Background: an optimization exercise with open tools, aiming at small area. Do not read the settings as production practice.
At most, simulation tests tie the RTL to the original design; equivalence was not proved.
The clock port is modelled as an ideal driver, which makes a skipped or thinned clock tree look cheaper than it is; a real chip needs a root buffer or a tree.

==> inputs of run a <==
## pwmblink
module pwmblink(
    input  logic clk,
    input  logic rst,
    output logic RGB_R,
    output logic RGB_B,
    output logic RGB_G
);
==> module pwmblink, before the edit <==
module pwmblink(
    input  logic clk,
    input  logic rst,
    output logic RGB_R,
    output logic RGB_B,
    output logic RGB_G
);
    logic [7:0]  s;
    localparam logic [14:0] POL   = 15'h5555;
    localparam logic [14:0] LSEED = 15'h500e;
    localparam logic [14:0] LLAST = 15'h6faa;
    localparam logic [14:0] LMASK = 15'h2aff;    
    logic [14:0] q;
    wire  [14:0] l = q ^ POL;
    logic [5:0]  t;
    logic        f;
    logic [1:0]  m;    
    wire step  = ((l & LMASK) == (LLAST & LMASK)) & s[0];
    wire tlast = &(t | 6'b000100);    
    logic [7:0] sc;   
    logic [5:0] tc;   
    always_comb begin
        sc[0] = 1'b1;
        for (int i = 1; i < 8; i++) sc[i] = sc[i-1] & s[i-1];
        tc[0] = step;
        for (int i = 1; i < 6; i++) tc[i] = tc[i-1] & t[i-1];
    end
    always_ff @(posedge clk) begin
        if (rst) begin
            s <= 8'd0;
            t <= 6'd0;
            f <= 1'b0;
            m <= 2'd0;
        end else begin
            s <= s ^ sc;
            if (step & tlast) begin
                t <= 6'd0;
                f <= ~f;
                if (f) m <= {m[0], ~(m[1] | m[0])};
            end else begin
                t <= t ^ tc;
            end
        end
        if (rst | step) q <= LSEED ^ POL;
        else            q <= {l[13:0], l[14] ^ l[0] ^ s[0]} ^ POL;
    end
    logic [7:0] d;
    logic [6:0] dc;
    always_comb begin
        d[1:0] = t[3:2];
        dc[0] = 1'b0;
        for (int i = 0; i < 6; i++) begin
            logic b;
            b = (i < 2) ? t[i+4] : 1'b0;
            d[i+2]  = t[i] ^ b ^ dc[i];
            dc[i+1] = (t[i] & b) | (t[i] & dc[i]) | (b & dc[i]);
        end
    end
    logic [8:0] lt;
    always_comb begin
        lt[0] = 1'b0;
        for (int i = 0; i < 8; i++) begin
            logic e;
            e = d[i] ^ f;
            lt[i+1] = (~s[i] & e) | (~s[i] & lt[i]) | (e & lt[i]);
        end
    end
    wire r = lt[8];      
    wire u = ~&s;        
    wire X = f ? r : u;
    wire Y = f ? u : r;
    assign RGB_R = m[0] ? 1'b0 : m[1] ? Y : X;
    assign RGB_G = m[1] ? 1'b0 : m[0] ? X : Y;
    assign RGB_B = m[0] ? Y : m[1] ? X : 1'b0;
endmodule
export LEC_CHECK = 0
export CAP_MARGIN = 20
export CORE_AREA = 2 2 62 62
export DIE_AREA = 0 0 64 64
export GPL_TIMING_DRIVEN = 0
export SLEW_MARGIN = 20
create_clock -name core_clock -period 40.0 [get_ports {clk}]
standard.sh (not shown) runs the stock make flow with config.mk's settings and CLKGATE_MAP_FILE= SYNTH_SCRIPT=/design/flow/synth_recipe.tcl, a recipe that flattens the netlist after the stock synthesis.
==> flow/flow/run.sh <==
#!/bin/bash
# Layout flow: the standard ORFS flow (the standard.sh) with three changes:
#  - synthesis is ORFS's synth through synth_recipe.tcl (so the same registers,
#    -nofsm -noshare, flatten and renames), but without the adder cells and
#    with an area-oriented ABC script: each flow/abc_*.script is tried and the
#    smallest netlist is kept;
#  - the I/O ports get the smallest buffer (buf_1);
#  - the clock "tree" is one inverter pair (flow/one_buf_cts.tcl).
# Each tool's output goes to a log file in this folder.
set -euo pipefail
HERE=$PWD
export ONE_BUF_CELL="sky130_fd_sc_hd__inv_2 sky130_fd_sc_hd__inv_12"

rm -rf "$HERE/myscripts"
cp -r "$FLOW_HOME/scripts" "$HERE/myscripts"
sed -i "s|^log_cmd clock_tree_synthesis .*|source $HERE/flow/one_buf_cts.tcl|" "$HERE/myscripts/cts.tcl"
grep -q one_buf_cts "$HERE/myscripts/cts.tcl"

synth_try() {
  local f=$1 n
  n=$(basename "$f" .script)
  rm -rf "$HERE/sd_$n"
  cp -r "$HERE/myscripts" "$HERE/sd_$n"
  cp "$f" "$HERE/sd_$n/abc_area.script"
  make -C "$FLOW_HOME" DESIGN_CONFIG="$HERE/config.mk" WORK_HOME="$HERE/try_$n" \
    CLKGATE_MAP_FILE= SYNTH_SCRIPT="$HERE/synth_recipe.tcl" \
    SCRIPTS_DIR="$HERE/sd_$n" ABC_AREA=1 ADDER_MAP_FILE= synth \
    > "$HERE/synth_$n.log" 2>&1 || true
}
names=()
running=0
for f in "$HERE"/flow/abc_*.script; do
  names+=("$(basename "$f" .script)")
  synth_try "$f" &
  running=$((running + 1))
  if (( running >= 4 )); then wait -n || true; running=$((running - 1)); fi
done
wait
best=""
best_area=""
for n in "${names[@]}"; do
  rpt="$HERE/try_$n/reports/$FLOW_PLATFORM/pwmblink/base/synth_stat.txt"
  [[ -f "$rpt" && -f "$HERE/try_$n/results/$FLOW_PLATFORM/pwmblink/base/1_synth.odb" ]] || continue
  a=$(awk '/Chip area/ {print $NF}' "$rpt")
  echo "synthesis with $n: area $a" >> "$HERE/synth_choice.log"
  if [[ -z "$best" ]] || awk -v a="$a" -v b="$best_area" 'BEGIN {exit !(a < b)}'; then
    best=$n
    best_area=$a
  fi
done
echo "kept: $best ($best_area)" >> "$HERE/synth_choice.log"
rm -rf "$HERE/orfs"
mv "$HERE/try_$best" "$HERE/orfs"
for n in "${names[@]}"; do rm -rf "$HERE/try_$n" "$HERE/sd_$n"; done

# the rest of the standard flow
bash standard.sh SCRIPTS_DIR="$HERE/myscripts" \
  "BUFFER_PORTS_ARGS=-buffer_cell sky130_fd_sc_hd__buf_1" \
  finish > "$HERE/layout.log" 2>&1
rm -rf "$HERE/myscripts"
==> flow/flow/abc_h1.script <==
strash
&get -n
&st
&deepsyn -T 60 -S 1
&put
&get -n
&st
&dch
&nf -R 1000 -C 32 -F 8 -A 8 -p
&put
strash
&get -n
&st
&deepsyn -T 60 -S 1
&put
&get -n
&st
&dch
&nf -R 1000 -C 32 -F 8 -A 8 -p
&put
topo
==> flow/flow/abc_h5.script <==
strash
&get -n
&st
&deepsyn -T 60 -S 5
&put
&get -n
&st
&dch
&nf -R 1000 -C 32 -F 8 -A 8 -p
&put
strash
&get -n
&st
&deepsyn -T 60 -S 5
&put
&get -n
&st
&dch
&nf -R 1000 -C 32 -F 8 -A 8 -p
&put
topo
==> flow/flow/abc_h6.script <==
strash
&get -n
&st
&deepsyn -T 60 -S 6
&put
&get -n
&st
&dch
&nf -R 1000 -C 32 -F 8 -A 8 -p
&put
strash
&get -n
&st
&deepsyn -T 60 -S 6
&put
&get -n
&st
&dch
&nf -R 1000 -C 32 -F 8 -A 8 -p
&put
topo
Other scripts of this flow, unchanged in this note and not shown: flow/flow/abc_a6.script, flow/flow/abc_c4.script, flow/flow/abc_d5.script, flow/flow/abc_f4.script, flow/flow/abc_g1.script, flow/flow/abc_g2.script, flow/flow/abc_g4.script, flow/flow/one_buf_cts.tcl
==> run b: changes against run a <==
removed: flow/flow/abc_h1.script
removed: flow/flow/abc_h5.script
removed: flow/flow/abc_h6.script
==> run c: changes against run a <==
--- a/flow/design.v
+++ b/flow/design.v
@@ -8,7 +8,7 @@
     logic [7:0]  s;
     localparam logic [14:0] POL   = 15'h5555;
-    localparam logic [14:0] LSEED = 15'h500e;
-    localparam logic [14:0] LLAST = 15'h6faa;
-    localparam logic [14:0] LMASK = 15'h2aff;    
+    localparam logic [14:0] LSEED = 15'h62e0;
+    localparam logic [14:0] LLAST = 15'h406c;
+    localparam logic [14:0] LMASK = 15'h47ff;    
     logic [14:0] q;
     wire  [14:0] l = q ^ POL;
@@ -16,5 +16,5 @@
     logic        f;
     logic [1:0]  m;    
-    wire step  = ((l & LMASK) == (LLAST & LMASK)) & s[0];
+    wire step  = ((l & LMASK) == (LLAST & LMASK));
     wire tlast = &(t | 6'b000100);    
     logic [7:0] sc;   
removed: flow/flow/abc_h1.script
removed: flow/flow/abc_h5.script
removed: flow/flow/abc_h6.script
==> notes <==
Final area: run c is higher than run a (about 0.8%).
Against run c, the synthesized area of run a is lower by 0.81%.
Synthesized cell count: run a < run c < run b.
Die area is the same in run a and run c.
In run c the hold slack is worse than in run b, by 0.020 ns.
No run of this note takes its clock network from TritonCTS; it comes from the design's own scripts or RTL.

==> branch ember: inputs <==
==> flow/design.v <==
module pwmblink(
    input  logic clk,
    input  logic rst,
    output logic RGB_R,
    output logic RGB_B,
    output logic RGB_G
);
    parameter CLKMAX = 12000000;  
    logic [31:0] counter;
    logic [8:0] x;  
    logic [7:0] sharktooth;  
    logic [7:0] red;
    logic [7:0] green;
    logic [7:0] blue;
    always_ff @(posedge clk) begin
        if (rst) begin
            counter <= 0;
            x <= 0;
            sharktooth <= 0;
        end else begin
        if (counter >= CLKMAX/360) begin
            counter <= 0;
            if (x >= 359) begin
                x <= 0;
            end
            else begin
                x <= x + 1;
            end
            end
        else begin
            counter <= counter + 1;
        end
        sharktooth <= sharktooth + 1;
        end
    end
    always_comb begin
        if(x < 60) begin
            green = 255*x/60;
            blue = 0;
            red  = 255;
        end else if (x < 120) begin
            green = 255;
            blue = 0;
            red  = 255 - 255*(x-60)/60;
        end else if (x < 180) begin
            green = 255;
            blue = 255*(x-120)/60;
            red  = 0;
        end else if (x < 240) begin
            green = 255 - 255*(x-180)/60;
            blue = 255;
            red  = 0;
        end else if (x < 300) begin
            green = 0;
            blue = 255;
            red  = 255*(x-240)/60;
        end else begin
            green = 0;
            blue = 255 - 255*(x-300)/60;
            red  = 255;
        end
    end
    assign {RGB_R, RGB_G, RGB_B} = {sharktooth < red, sharktooth < green, sharktooth < blue};
endmodule
==> flow/run.sh <==
#!/bin/bash
# synth_recipe.tcl (not shown) runs the flow's synth.tcl, then flattens the netlist and writes it again
# the make line also repeats each setting of config.mk as NAME=value (left out here)
make -C /OpenROAD-flow-scripts/flow DESIGN_CONFIG=/design/flow/config.mk WORK_HOME=/design/flow/orfs CLKGATE_MAP_FILE= SYNTH_SCRIPT=/design/flow/synth_recipe.tcl finish
==> flow/config.mk <==
export PLATFORM = sky130hd
export DESIGN_NAME = pwmblink
export DESIGN_NICKNAME = pwmblink
export VERILOG_FILES = /design/flow/design.v
export SDC_FILE = /design/flow/constraint.sdc
export NUM_CORES = 4
export LEC_CHECK = 0
export CAP_MARGIN = 20
export CORE_MARGIN = 2
export CORE_UTILIZATION = 40
export SLEW_MARGIN = 20
==> flow/constraint.sdc <==
create_clock -name core_clock -period 40.0 [get_ports {clk}]
set_input_delay 8.0000 -clock core_clock [delete_from_list [all_inputs] [get_ports {clk}]]
set_output_delay 8.0000 -clock core_clock [all_outputs]
set_load 0.01 [all_outputs]
==> branch harbor: changes against branch ember <==
==> flow/design.v, changed modules only <==
module pwmblink(
    input  logic clk,
    input  logic rst,
    output logic RGB_R,
    output logic RGB_B,
    output logic RGB_G
);
    logic [7:0]  s;
    localparam logic [15:0] POL   = 16'h5555;
    localparam logic [15:0] LSEED = 16'h1765;
    localparam logic [15:0] LLAST = 16'hc904;
    localparam logic [15:0] LMASK = 16'h36df;    
    logic [15:0] q;
    wire  [15:0] l = q ^ POL;
    logic [5:0]  t;
    logic        f;
    logic [1:0]  m;    
    wire step  = ((l & LMASK) == (LLAST & LMASK));
    wire tlast = &(t | 6'b000100);    
    logic [7:0] sc;   
    logic [5:0] tc;   
    always_comb begin
        sc[0] = 1'b1;
        for (int i = 1; i < 8; i++) sc[i] = sc[i-1] & s[i-1];
        tc[0] = step;
        for (int i = 1; i < 6; i++) tc[i] = tc[i-1] & t[i-1];
    end
    always_ff @(posedge clk) begin
        if (rst) begin
            s <= 8'd0;
            t <= 6'd0;
            f <= 1'b0;
            m <= 2'd0;
        end else begin
            s <= s ^ sc;
            if (step & tlast) begin
                t <= 6'd0;
                f <= ~f;
                if (f) m <= {m[0], ~(m[1] | m[0])};
            end else begin
                t <= t ^ tc;
            end
        end
        if (rst | step) q <= LSEED ^ POL;
        else            q <= {l[14:0], l[15] ^ l[2]} ^ POL;
    end
    logic [7:0] d;
    logic [6:0] dc;
    always_comb begin
        d[1:0] = t[3:2];
        dc[0] = 1'b0;
        for (int i = 0; i < 6; i++) begin
            logic b;
            b = (i < 2) ? t[i+4] : 1'b0;
            d[i+2]  = t[i] ^ b ^ dc[i];
            dc[i+1] = (t[i] & b) | (t[i] & dc[i]) | (b & dc[i]);
        end
    end
    logic [8:0] lt;
    always_comb begin
        lt[0] = 1'b0;
        for (int i = 0; i < 8; i++) begin
            logic e;
            e = d[i] ^ f;
            lt[i+1] = (~s[i] & e) | (~s[i] & lt[i]) | (e & lt[i]);
        end
    end
    wire r = lt[8];      
    wire u = ~&s;        
    wire X = f ? r : u;
    wire Y = f ? u : r;
    assign RGB_R = m[0] ? 1'b0 : m[1] ? Y : X;
    assign RGB_G = m[1] ? 1'b0 : m[0] ? X : Y;
    assign RGB_B = m[0] ? Y : m[1] ? X : 1'b0;
endmodule
==> flow/flow/run.sh (new file) <==
#!/bin/bash
# Layout flow: the standard ORFS flow, except that synthesis maps the logic
# with an area-oriented ABC script and without the adder cells, the I/O
# ports get the smallest buffer, and the clock tree is a single buffer.
set -euo pipefail
HERE=$PWD

rm -rf "$HERE/myscripts"
cp -r "$FLOW_HOME/scripts" "$HERE/myscripts"
cp "$HERE/flow/abc_area.script" "$HERE/myscripts/abc_area.script"
sed -i "s|^log_cmd clock_tree_synthesis .*|source $HERE/flow/one_buf_cts.tcl|" "$HERE/myscripts/cts.tcl"
grep -q one_buf_cts "$HERE/myscripts/cts.tcl"

# synthesis: ORFS's synth through synth_recipe.tcl (so the same registers,
# -nofsm -noshare, flatten and renames) with flow/abc_area.script
make -C "$FLOW_HOME" DESIGN_CONFIG="$HERE/config.mk" WORK_HOME="$HERE/orfs" \
  CLKGATE_MAP_FILE= SYNTH_SCRIPT="$HERE/synth_recipe.tcl" \
  SCRIPTS_DIR="$HERE/myscripts" ABC_AREA=1 ADDER_MAP_FILE= synth \
  > "$HERE/synth.log" 2>&1

# the rest of the standard flow
export ONE_BUF_CELL=${ONE_BUF_CELL:-sky130_fd_sc_hd__clkbuf_4}
bash standard.sh SCRIPTS_DIR="$HERE/myscripts" \
  "BUFFER_PORTS_ARGS=-buffer_cell sky130_fd_sc_hd__buf_1" \
  finish > "$HERE/layout.log" 2>&1
rm -rf "$HERE/myscripts"
==> flow/flow/abc_area.script (new file) <==
strash
&get -n
&st
&dch
&nf -R 1000
&put
strash
&get -n
&st
&dch
&nf -R 1000
&put
topo
==> flow/flow/one_buf_cts.tcl (new file) <==
# Clock "tree" of a single buffer: the clock port drives one clock buffer
# placed at the centre of the flip-flops, which drives every flip-flop.
set clk_port [lindex [get_ports -of_objects [get_clocks *]] 0]
set clk_net_name [get_full_name [get_nets -of_objects $clk_port]]
set block [ord::get_db_block]
set sx 0.0
set sy 0.0
set n 0
foreach it [[$block findNet $clk_net_name] getITerms] {
  set bb [[$it getInst] getBBox]
  set sx [expr {$sx + ([$bb xMin] + [$bb xMax]) / 2.0}]
  set sy [expr {$sy + ([$bb yMin] + [$bb yMax]) / 2.0}]
  incr n
}
set dbu [$block getDbUnitsPerMicron]
set cx [expr {$sx / $n / $dbu}]
set cy [expr {$sy / $n / $dbu}]
puts "one_buf_cts: $n sinks on $clk_net_name, buffer at $cx $cy"
log_cmd insert_buffer -buffer_cell $::env(ONE_BUF_CELL) -net $clk_net_name \
  -location [list $cx $cy] -buffer_name clkbuf_0_clk -net_name clknet_0_clk
[$block findNet clknet_0_clk] setSigType CLOCK
[$block findNet $clk_net_name] setSigType CLOCK
global_connect
==> flow/standard.sh (new file) <==
#!/bin/bash
# synth_recipe.tcl (not shown) runs the flow's synth.tcl, then flattens the netlist and writes it again
# the make line also repeats each setting of config.mk as NAME=value (left out here)
make -C /OpenROAD-flow-scripts/flow DESIGN_CONFIG=/design/flow/config.mk WORK_HOME=/design/flow/orfs CLKGATE_MAP_FILE= SYNTH_SCRIPT=/design/flow/synth_recipe.tcl "${@:-finish}"
removed: flow/run.sh
==> branch lagoon: changes against branch ember <==
==> flow/design.v, changed modules only <==
module pwmblink(
    input  logic clk,
    input  logic rst,
    output logic RGB_R,
    output logic RGB_B,
    output logic RGB_G
);
    logic [7:0]  s;
    localparam logic [15:0] POL   = 16'h5555;
    localparam logic [15:0] LSEED = 16'h1765;
    localparam logic [15:0] LLAST = 16'hc904;
    localparam logic [15:0] LMASK = 16'h36df;    
    logic [15:0] q;
    wire  [15:0] l = q ^ POL;
    logic [5:0]  t;
    logic [2:0]  j;
    wire step  = ((l & LMASK) == (LLAST & LMASK));
    wire tlast = (t == 6'd59);
    always_ff @(posedge clk) begin
        if (rst) begin
            s <= 8'd0;
            t <= 6'd0;
            j <= 3'd0;
        end else begin
            s <= s + 8'd1;
            if (step) begin
                t <= tlast ? 6'd0 : t + 6'd1;
                if (tlast) j <= {j[1:0], ~j[2]};
            end
        end
        if (rst | step) q <= LSEED ^ POL;
        else            q <= {l[14:0], l[15] ^ l[2]} ^ POL;
    end
    wire fall = ^j;
    wire [7:0] d   = {t, 2'b00} + {4'b0, t[5:2]};
    wire [7:0] dd  = fall ? ~d : d;
    wire cmp  = s < dd;
    wire full = ~&s;
    assign RGB_R = (~j[1] & ~j[0]) ? full : (j[1] ^ j[0]) ? cmp : 1'b0;
    assign RGB_G = (~j[2] &  j[0]) ? full : (j[2] ~^ j[0]) ? cmp : 1'b0;
    assign RGB_B = ( j[2] &  j[1]) ? full : (j[2] ^ j[1]) ? cmp : 1'b0;
endmodule
==> results.txt <==
Branch harbor never finished: it broke off in clock tree synthesis. Branch lagoon completed with no timing, DRC or antenna violations. Branch ember produced a clean layout.
Against branch ember, the worst setup slack of branch lagoon is better by 12 ns.
Between branch ember and branch lagoon, the lower global-route usage is in branch lagoon (gap 5.6 points).
Count of clock-buffer cells in the layout is the same in branch lagoon and branch ember.
Between branch ember and branch lagoon, the lower utilization is in branch ember (gap 3.7 points).
For branch harbor, only the layout was checked, not whether the RTL still works.

==> afterwards: timing with drivers on the ports <==
The flow's constraints put no driver on any port. The routed layouts listed below were extracted and timed again, unchanged, in two steps.
Step 1: set_driving_cell puts a clkbuf_16 on clk and a buf_2 on each other input, an assumption about the parent block.
Step 2 moves the port delays by t, midway between the first and last clock arrival at a register: inputs arrive t later, outputs are due t later. That takes back most of the time a late clock gives input paths.
a / b / c = ideal / step 1 / step 2; a / b = the first two.
run | t, ns | slack for setup (ns) | worst hold slack (ns) | slew at the worst register clock pin (ns) | cell pins on the clock port's net
run a | 0.189 | 29.381 / 29.356 / 29.544 | 0.391 / 0.391 / 0.391 | 0.11 / 0.11 | 1
run b | 0.191 | 29.525 / 29.499 / 29.690 | 0.393 / 0.393 / 0.393 | 0.11 / 0.11 | 1
run c | 0.196 | 29.600 / 29.573 / 29.769 | 0.374 / 0.374 / 0.374 | 0.11 / 0.11 | 1
branch ember | 0.337 | 16.595 / 16.554 / 16.891 | 0.492 / 0.492 / 0.492 | 0.08 / 0.08 | 1
branch lagoon | 0.305 | 28.418 / 28.393 / 28.698 | 0.374 / 0.374 / 0.374 | 0.07 / 0.07 | 1
After both steps every run listed still meets setup and hold.
